Background: an optimization exercise with open tools, aiming at small area. Do not read the settings as production practice. Only simulation tests tie the RTL to the original design; equivalence was not proved. Power figures rest on the tool's default switching activity, not on a simulated workload.

## design/flow/config.mk

```make
export PLATFORM = sky130hd
export DESIGN_NAME = finalproject
export DESIGN_NICKNAME = finalproject
export VERILOG_FILES = /design/flow/design.v
export SDC_FILE = /design/flow/constraint.sdc
export NUM_CORES = 4
export LEC_CHECK = 0
export CAP_MARGIN = 20
export CORE_MARGIN = 2
export CORE_UTILIZATION = 40
export PLACE_DENSITY = 0.6
export SLEW_MARGIN = 20
```

## design/flow/constraint.sdc

```tcl
create_clock -name core_clock -period 10.0 [get_ports {clk}]
set_input_delay 2.0000 -clock core_clock [delete_from_list [all_inputs] [get_ports {clk}]]
set_output_delay 2.0000 -clock core_clock [all_outputs]
set_load 0.01 [all_outputs]
```

## design/flow/design.v

```verilog
module finalproject(clk,rst,keypad_row,keypad_col,dot_row,dot_col,seven_seg);
	input clk,rst;
	output [3:0] keypad_row;
	input [3:0] keypad_col;
	output [7:0] dot_row,dot_col;
	output [6:0] seven_seg;
	assign keypad_row = 4'b0000;
	function [3:0] dig(input [7:0] x);
		reg [7:0] p;
		begin
			p = x[6:3] * x[4:1];
			dig = {p[5], p[4], x[7], p[3]};
		end
	endfunction
	function [7:0] back(input [7:0] x);
		back = {x[0] ^ x[6] ^ x[5] ^ x[4], x[7:1]};
	endfunction
	reg [3:0] c10;		 
	reg [2:0] c5;		 
	reg [6:0] ph;		 
	reg [2:0] q;		 
	reg [7:0] r;
	reg [15:0] f;
	reg fp;			 
	wire scan = (c10 == 4'd4);
	wire upd = scan & (c5 == 3'd3);
	wire step = (c10 == 4'd9) & (c5 == 3'd5) & (ph == 7'd0);
	wire [3:0] d = dig(r);
	wire [3:0] x = dig(back(back(back(back(back(r))))));
	wire [7:0] y = {r[7], r[6], r[5], r[4], r[3], r[2], r[1], r[0]};
	wire ta = (y[0] & y[2] & ~y[3] & ~y[4] & y[6] & y[7]) | (y[1] & ~y[3] & y[4] & ~y[5] & ~y[6] & ~y[7]) | (~y[0] & y[1] & y[2] & ~y[3] & y[4] & y[5] & y[6]) | (~y[0] & y[2] & y[3] & y[4] & ~y[5] & ~y[6] & ~y[7]) | (y[1] & y[2] & y[3] & ~y[4] & ~y[5] & ~y[6] & y[7]) | (y[0] & y[1] & y[2] & ~y[3] & ~y[4] & y[6]) | (y[0] & ~y[1] & ~y[2] & ~y[3] & y[4] & ~y[5] & ~y[7]) | (~y[0] & y[1] & ~y[2] & y[4] & y[5] & y[6] & y[7]) | (y[0] & y[1] & ~y[2] & ~y[4] & y[5] & ~y[6] & ~y[7]) | (y[0] & y[1] & y[2] & ~y[4] & y[5] & y[6] & ~y[7]) | (y[0] & ~y[1] & ~y[2] & ~y[3] & y[5] & y[6] & ~y[7]) | (y[0] & y[1] & ~y[2] & ~y[3] & ~y[4] & ~y[5] & ~y[6]) | (~y[0] & ~y[1] & ~y[3] & ~y[4] & ~y[5] & ~y[6] & ~y[7]) | (~y[0] & ~y[1] & y[2] & y[3] & ~y[4] & y[5] & y[7]) | (~y[0] & y[1] & y[2] & y[3] & y[4] & ~y[6] & ~y[7]) | (y[0] & ~y[2] & ~y[3] & y[4] & y[5] & ~y[6] & y[7]) | (~y[0] & y[1] & y[2] & y[3] & ~y[4] & ~y[6] & y[7]) | (~y[0] & y[1] & y[2] & y[3] & ~y[4] & y[6] & ~y[7]) | (~y[0] & y[1] & ~y[2] & ~y[3] & ~y[4] & ~y[5] & y[6]) | (~y[0] & ~y[1] & ~y[2] & ~y[3] & ~y[4] & y[5] & y[6] & y[7]) | (y[0] & ~y[1] & y[2] & y[3] & ~y[4] & ~y[5] & ~y[6] & ~y[7]) | (~y[0] & ~y[1] & ~y[2] & y[3] & ~y[4] & ~y[5] & y[6] & ~y[7]);
	wire tb = (~y[0] & y[1] & y[2] & y[3] & ~y[4] & ~y[6] & y[7]) | (y[0] & ~y[2] & y[4] & ~y[5] & ~y[6] & ~y[7]) | (y[0] & y[1] & y[2] & ~y[3] & ~y[4] & y[6] & ~y[7]) | (~y[0] & ~y[1] & y[2] & y[3] & y[4] & ~y[5] & y[6]) | (y[0] & ~y[1] & ~y[2] & ~y[3] & y[4] & ~y[5] & ~y[7]) | (y[0] & y[1] & ~y[2] & ~y[4] & y[5] & ~y[6] & ~y[7]) | (y[0] & y[1] & ~y[2] & ~y[3] & ~y[4] & ~y[5] & ~y[6]) | (y[0] & ~y[2] & ~y[3] & y[4] & y[5] & ~y[6] & y[7]) | (~y[0] & y[1] & y[2] & y[3] & ~y[4] & y[6] & ~y[7]) | (~y[0] & y[1] & y[2] & ~y[3] & y[4] & y[5] & y[6] & ~y[7]) | (~y[0] & y[1] & y[2] & y[3] & y[4] & y[5] & ~y[6] & ~y[7]) | (y[0] & ~y[1] & y[2] & y[3] & ~y[4] & ~y[5] & ~y[6] & ~y[7]);
	wire ov_n = fp & ((r == 8'd8) | (r == 8'd28));
	wire ov_51 = fp & (r == 8'd35);
	wire ov_53 = fp & (r == 8'd113);
	wire hi = ov_51 | ov_53;
	wire t1 = ov_n | ov_51 | (~ov_53 & ta);
	wire t2 = ov_n | ov_53 | (~ov_51 & tb);
	wire clr = ~(t1 & t2) & ph[0] & (ph[2:1] == {t2, t1}) & (ph[6:3] == {1'b0, hi, hi, 1'b0});
	wire [15:0] sel = 16'd1 << d;
	wire [15:0] xs = 16'd1 << x;
	always @(posedge clk or negedge rst) begin
		if (~rst) begin
			c10 <= 4'd0;
			c5 <= 3'd0;
			ph <= 7'd50;
			q <= 3'd7;
			r <= 8'd1;
			f <= 16'd0;
			fp <= 1'b1;
		end else begin
			c10 <= (c10 == 4'd9) ? 4'd0 : c10 + 4'd1;
			if (scan) begin
				c5 <= (c5 == 3'd5) ? 3'd1 : c5 + 3'd1;
				q <= q + 3'd1;
			end
			if (upd) begin
				ph <= (ph == 7'd99) ? 7'd0 : ph + 7'd1;
				f <= (f & ~(xs & {16{clr}})) | (sel & ~f);
			end
			if (step) begin
				r <= {r[6:0], r[7] ^ r[5] ^ r[4] ^ r[3]};
				if (ov_53) fp <= 1'b0;
			end
		end
	end
	assign dot_row = (c5 != 3'd0) ? ~(8'h80 >> q) : 8'h00;
	wire [3:0] cg0 = {f[0], f[10], f[11], f[15]};
	wire [3:0] cg1 = {f[1], f[2], f[3], f[14]};
	wire [3:0] cg2 = {f[4], f[5], f[6], f[13]};
	wire [3:0] cg3 = {f[7], f[8], f[9], f[12]};
	wire [3:0] g = {cg0[q[2:1]], cg1[q[2:1]], cg2[q[2:1]], cg3[q[2:1]]};
	assign dot_col = {g[3], g[3], g[2], g[2], g[1], g[1], g[0], g[0]};
	reg [6:0] seg;
	always @(*) begin
		case (d)
		4'h0: seg = 7'b1000000;
		4'h1: seg = 7'b1111001;
		4'h2: seg = 7'b0100100;
		4'h3: seg = 7'b0110000;
		4'h4: seg = 7'b0011001;
		4'h5: seg = 7'b0010010;
		4'h6: seg = 7'b0000010;
		4'h7: seg = 7'b1111000;
		4'h8: seg = 7'b0000000;
		4'h9: seg = 7'b0010000;
		4'ha: seg = 7'b0001000;
		4'hb: seg = 7'b0000011;
		4'hc: seg = 7'b1000110;
		4'hd: seg = 7'b0100001;
		4'he: seg = 7'b0000110;
		default: seg = 7'b0001110;
		endcase
	end
	assign seven_seg = seg;
endmodule
```

## design/flow/run.sh

```bash
#!/bin/bash
# synth_recipe.tcl (not shown) runs the flow's synth.tcl, then flattens the netlist and writes it again
# the make line also repeats each setting of config.mk as NAME=value (left out here)
make -C /OpenROAD-flow-scripts/flow DESIGN_CONFIG=/design/flow/config.mk WORK_HOME=/design/flow/orfs CLKGATE_MAP_FILE= SYNTH_SCRIPT=/design/flow/synth_recipe.tcl finish
```

==> notes.md <==
==> per-layer routing <==
metal | track usage (%) | part of all wire (%)
met1 | 24.1 | 48
met2 | 27.1 | 48
met5 | 0 | 0
met3 | 2.70 | 3.3
met4 | 3.90 | 0.72
==> layout make-up <==
cell class | count | area, µm²
Tap cell | 111 | 139
Inverter | 20 | 75.1
Clock inverter | 1 | 5.00
Fill cell | 884 | 5070
Clock buffer | 7 | 86.3
Sequential cell | 42 | 1060
Timing Repair Buffer | 29 | 273
Multi-Input combinational cell | 311 | 2440
==> worst max path at each step <==
stage	depth (start not counted)	startpoint	end	slack, ns
floorplan	11	r[4]	seven_seg[3]	4.78
global placement	9	r[2]	seven_seg[1]	4.03
detailed placement	9	r[2]	seven_seg[1]	3.99
CTS	9	r[2]	seven_seg[1]	3.66
global route	12	r[2]	seven_seg[2]	3.52
finish	11	r[2]	seven_seg[2]	3.84
==> placed cells by master, fill, tap and decap left out, drive strengths merged, types with 5 or more instances in the layout <==
| cell type | instances |
|---|---|
| dfrtp | 34 |
| nor2 | 32 |
| ha | 27 |
| clkdlybuf4s50 | 23 |
| xnor2 | 21 |
| inv | 20 |
| nand2 | 20 |
| a21oi | 16 |
| and2 | 15 |
| a31oi | 14 |
| o21ai | 13 |
| a41oi | 12 |
| nand3 | 11 |
| xor2 | 11 |
| nor3 | 10 |
| nand4 | 9 |
| dfstp | 8 |
| nor2b | 7 |
| mux2 | 7 |
| o211ai | 7 |
| nor4b | 7 |
| clkbuf | 7 |
| and3 | 6 |
| fa | 6 |
| buf | 6 |
| mux4 | 5 |
| o2111ai | 5 |
| and3b | 5 |
==> kinds of logic after synthesis <==
| family | count (synthesis) | synth area share [%] |
|---|---|---|
| AO/OA/AOI/OAI | 86 | 16.3 |
| XOR/XNOR | 33 | 8.49 |
| adder cells (fa/ha/maj) | 33 | 12.2 |
| buffers and inverters | 56 | 6.95 |
| flip-flops | 42 | 28.3 |
| multiplexers | 15 | 5.91 |
| other | 1 | 0.100 |
| AND/OR/NAND/NOR | 140 | 21.7 |
==> flip-flops by register name (all words and copies together), names as in the netlist <==
register,cells
f,16
r,8
ph,7
c10,4
c5,3
q,3
fp,1
==> power by group through the flow <==
stage / Clock, W / Sequential, W / Combinational, W
after floorplan: 0 / 0.000173 / 0.00000181
after global placement: 0 / 0.000173 / 0.00000441
after detailed placement: 0 / 0.000173 / 0.00000446
after CTS: 0.000118 / 0.000170 / 0.00000443
after global routing: 0.000125 / 0.000170 / 0.00000500
final: 0.000115 / 0.000170 / 0.00000406
==> through the flow <==
step	utilization (%)	area, µm²
after floorplan	-	3760
after global placement	43.5	3980
after detailed placement	43.5	3980
after CTS	44.5	4070
after global routing	44.6	4080
final	44.6	4080
==> impl_results.md <==
- Final Wtd Congestion: 0.807
- Worst path max stage delay: about 0.83 ns
- Post-synth EDFFs: 0
- Grt total ovfl: 0
- Synth cell count leaders: dfrtp_1, nor2_1, ha_1
- Cell mode on critical path: ha_1
- Clock Path Buffers: 2
- Cell Pwr Density: 70.8 nW/µm²
- Routed WL: 8180 µm
- Die area: 10200 µm²
- CTS Sinks: 42
- Die width: between 100 and 150 µm
- Drt pass-1 iters: 4
- P_leak: 1.76 nW
- Sequential Power Share: 58.8%
- Crit-path max FO: 27
- Critical path class: reg2out
- Reg2Reg Depth: 13
- Ant diodes: 0
- FF-to-FF End: f[3]
- CP top delay family: adder cells
- Final hold vios: 0
- Layout cells sized above 1: 11.2%
- CTS Hold Bufs: 0
- CP Capture Type: output port
- Psw: 0.0000631 W
- Logic pwr share: 1.4%
- Hold Path Depth: 1
- CTS Buf Count: 5
- Cell variety after synth: 60
- Fin crit share: 61.6%
- Via density: 5.74
- Peak VDD IR: a little over 50 µV
- DR WL/cell: 15.7 µm
- Routed Antenna Nets: 0
- TritonCTS clock tree: done
- Top FF cell, synth: dfrtp_1
- Max cap viols: 0
- Fmax: 0.162 GHz
- Number of synthesis warnings: 1
- Worst Path Buf+Inv: 3
- Critical path's slowest cell: dfrtp_1
- PnR worst setup slack: 3.84 ns
- Setup TNS: 0 ns
- Post-CTS Resized: 0
- HP Class: reg2reg
- Starting DRT DRC Count: 146
- DRC viols: 0
- Root Driver: clkbuf_8
- Placed instance count: 513
- Worst-case hold path end point: fp
- Initial antenna violation count: 0
- Critical Path RT: ~8.0 ns
- Worst skew pair latency: 0.30 ns
- Setup Buffers After CTS: 0
- Ys async rst share: 100%
- Switch share: 21.9%
- Clk pwr share: roughly two fifths
- Headroom to the max-slew limit: between 30% and 40%
- Pint: 0.000226 W
- Top cells by area, synth: dfrtp_1, ha_1, dfstp_2, xnor2_1, fa_1
- First-pass GRT wire length: 14000 µm
- Worst Hold Slack: 0.494 ns
- Starting Density: 40.9%
- Number of global-route vias before repair: approximately 2800
- Final net count: 448
- Final setup viols: 0
- Syn_area_per_cell: between 9 and 10 µm²
- Post-Synthesis Cells: 406
- GRT Util Overall: 16.9%
- Status: complete, no violations
- I/O pin count: 33
- Sequential area share after synthesis: 28.3%
- Detail Placement HPWL: 5640 µm
- Die H: 101 µm
- H-tree levels: 2
- Synth top area share: 22.7%
- Synthesized area: about 3700 µm²
- Cell Count, Final, Fillers Out: between 500 and 600
- Worst slew pin tran: about 0.97 ns
- Count leader, synth: dfrtp_1
- Cell Chain, Critical Path: and2_1, fa_1, ha_1, ha_1, a21oi_1, xor2_1, buf_4, and2_0, inv_1, o22ai_1, clkdlybuf4s50_1
- Worst Skew: approximately 0.0076 ns
- Total power: roughly 0.00029 W
- Arrival @ worst endpoint: 4.16 ns
- RSZ-0062 raised after global routing: false
- Final Max Slew Viols: 0
- Total number of vias: roughly 3000
- Startpoint types: flop
- Flop-to-flop setup slack: 4.96 ns
- Reg2reg start: r[5]
- Core area: 9150 µm²
- Pin count of the biggest net entering global routing: 43
- Area Growth Syn to Fin: 8.99%
- Yosys top cell by area: dfrtp_1
- Hold_sp: fp
- Std cell rows: 35
- Reg clk slew, reported paths: roughly 0.08 ns
- Synthesized flop and latch total: 42
- Final min period: 6.16 ns
- Port Buffers: 24
- DP Worst Slack: 3.99 ns

## static timing again, ports no longer ideal
The flow's constraints put no driver on any port. The routed layout listed below was extracted and timed again, unchanged, in two steps. Step 1 sets driving cells, clkbuf_16 on the clock port and buf_2 on the other inputs (assumed; they add their load-dependent delay and slew). Step 2 adds t to the input delays and takes it off the output delays; t is the mean of the earliest and latest rising clock arrival at the registers after step 1. Input paths then give back, and output paths get back, about the clock's delay inside the block. Slacks: ideal / step 1 / step 2; pairs: ideal / step 1.
t (ns): 0.322
slack for setup (ns): 3.843 / 3.815 / 4.137
hold slack, ns: 0.494 / 0.494 / 0.494
After both steps setup and hold are still met in this run. The setup slack of this run moves by -0.028 ns with the drivers and by +0.294 ns with both steps.
